Context: an optimization exercise on an open-source flow, tuned for small area. The choices shown serve that exercise and are no tape-out recipe. The RTL was checked by simulation tests, not by an equivalence proof against the original design.

== try-ember ==
// fp_mult
module fp_mult (
    input  var logic        clk,
    input  var logic        rst,
    input  var logic        valid_i,
    input  var logic [31:0] num_a_i,
    input  var logic [31:0] num_b_i,
    output var logic [31:0] num_o,
    output var logic        valid_o
);
Settings: LEC_CHECK=0, CAP_MARGIN=20, CELL_PAD_IN_SITES_DETAIL_PLACEMENT=2, CELL_PAD_IN_SITES_GLOBAL_PLACEMENT=2, CORE_MARGIN=2, CORE_UTILIZATION=40, SLEW_MARGIN=20, SYNTH_HIERARCHICAL=1, BUFFER_PORTS_ARGS=-buffer_cell sky130_fd_sc_hd__buf_1, RECOVER_POWER=100; clock period 8.5 ns.
standard.sh (not shown) runs the stock make flow with config.mk's settings and CLKGATE_MAP_FILE= SYNTH_SCRIPT=/design/flow/synth_recipe.tcl, a recipe that flattens the netlist after the stock synthesis.
==> flow/flow/run.sh <==
#!/bin/bash
# The standard layout (standard.sh: its synthesis and the ORFS steps to
# finish), with two changes:
# - the buffers that buffer_ports puts on every input and output port are the
#   smallest buffer cell, sky130_fd_sc_hd__buf_1 (repair may still resize them);
# - after global routing, cells on paths with positive slack are downsized
#   (ORFS RECOVER_POWER).
set -e
echo 'export BUFFER_PORTS_ARGS = -buffer_cell sky130_fd_sc_hd__buf_1' >> config.mk
echo 'export RECOVER_POWER = 100' >> config.mk
bash standard.sh > standard.log 2>&1
try-ember: flow complete, layout not clean; failing: max-capacitance violations, max-slew violations
For try-xenon, these inputs were changed with respect to try-ember:
Settings: a change of CORE_UTILIZATION from 40 to 50.
Findings:
- What ended try-xenon was a tool error in clock tree synthesis (4_1_cts); the run never finished.
- Compared with try-ember, try-xenon shows weighted congestion reported at the end of routability-driven placement that has gone up by a few percent.
- Row count, try-ember and try-xenon: higher on try-ember
- Delta (try-xenon minus try-ember): share of flip-flops with an asynchronous set or reset has remained practically unchanged; worst setup slack after placement -490 ps; detailed placement HPWL saw an increase; count of cells resized by post-cts repair has increased.
- Area of placed instances, try-ember and try-xenon: higher on try-ember
- Going from try-ember to try-xenon, proportion of synthesized area in mux cells has remained practically unchanged, total instance count after detailed placement has decreased, net count of the mapped netlist has remained practically unchanged.
- Post-CTS setup buffer count in try-xenon is 4 higher than in try-ember

* * *

JK:
fp_mult again, from the RTL that the note above started with.
// fp_mult
module fp_mult (
    input  var logic        clk,
    input  var logic        rst,
    input  var logic        valid_i,
    input  var logic [31:0] num_a_i,
    input  var logic [31:0] num_b_i,
    output var logic [31:0] num_o,
    output var logic        valid_o
);
Settings: LEC_CHECK=0, CAP_MARGIN=20, CELL_PAD_IN_SITES_DETAIL_PLACEMENT=2, CELL_PAD_IN_SITES_GLOBAL_PLACEMENT=2, CORE_MARGIN=2, CORE_UTILIZATION=40, SLEW_MARGIN=20, SYNTH_HIERARCHICAL=1, BUFFER_PORTS_ARGS=-buffer_cell sky130_fd_sc_hd__buf_1, RECOVER_POWER=100, GPL_KEEP_OVERFLOW=0; clock period 8.5 ns.
==> flow/flow/run.sh <==
#!/bin/bash
# The standard layout (standard.sh: its synthesis and the ORFS steps to
# finish), with three changes:
# - the buffers that buffer_ports puts on every input and output port are the
#   smallest buffer cell, sky130_fd_sc_hd__buf_1 (repair may still resize them);
# - after global routing, cells on paths with positive slack are downsized
#   (ORFS RECOVER_POWER);
# - timing-driven global placement does not keep the buffers its repair
#   inserts (GPL_KEEP_OVERFLOW 0); the later repair steps add what is needed.
set -e
echo 'export BUFFER_PORTS_ARGS = -buffer_cell sky130_fd_sc_hd__buf_1' >> config.mk
echo 'export RECOVER_POWER = 100' >> config.mk
echo 'export GPL_KEEP_OVERFLOW = 0' >> config.mk
bash standard.sh > standard.log 2>&1
To summarise JK: no stage aborted, but the layout did not pass its checks, failing on max-capacitance violations, max-slew violations.
#### Input delta (MS over JK)
==> flow/run.sh (new file) <==
#!/bin/bash
# synth_recipe.tcl (not shown) runs the flow's synth.tcl, then flattens the netlist and writes it again
# the make line also repeats each setting of config.mk as NAME=value (left out here)
make -C /OpenROAD-flow-scripts/flow DESIGN_CONFIG=/design/flow/config.mk WORK_HOME=/design/flow/orfs CLKGATE_MAP_FILE= SYNTH_SCRIPT=/design/flow/synth_recipe.tcl finish
--- a/flow/config.mk
+++ b/flow/config.mk
@@ -11,7 +11,5 @@
 export CORE_MARGIN = 2
 export CORE_UTILIZATION = 40
+export CTS_BUF_LIST = sky130_fd_sc_hd__clkbuf_4 sky130_fd_sc_hd__clkbuf_8
 export SLEW_MARGIN = 20
 export SYNTH_HIERARCHICAL = 1
-export BUFFER_PORTS_ARGS = -buffer_cell sky130_fd_sc_hd__buf_1
-export RECOVER_POWER = 100
-export GPL_KEEP_OVERFLOW = 0
removed: flow/flow/run.sh
removed: flow/standard.sh
--- outcome ---
MS reached the end of the flow, and the finished layout is clean on the timing, DRC and antenna checks.
Post-layout instance count excluding filler cells, JK and MS: larger value in MS
NOTE: clock input transition at the sequential cells of the worst setup and hold paths in MS exceeds that of JK
MS vs. JK: number of cells after detailed placement went up by 90.
Area: MS vs JK -> MS larger

==> what the ideal ports hide <==
How much do the figures lean on ideal ports? The routed layouts below were timed once more, with nothing changed but the port constraints. Step 1 sets driving cells, clkbuf_16 on the clock port and buf_2 on the other inputs (assumed; they add their load-dependent delay and slew). Step 2 times the ports against the registers' clock, not the clock port: input delays grow and output delays shrink by t, the midpoint of the rising clock arrivals with the driver on. Slacks: ideal ports / drivers / drivers and shift; pairs: ideal ports / drivers.
| run | t (ns) | setup slack, ns | clock arrival spread, ns |
|---|---|---|---|
| try-ember | 0.423 | 0.464 / 0.464 / 0.464 | 0.017 / 0.017 |
| JK | 0.427 | 0.240 / 0.240 / 0.240 | 0.014 / 0.015 |
| MS | 0.466 | 0.399 / 0.399 / 0.399 | 0.024 / 0.024 |
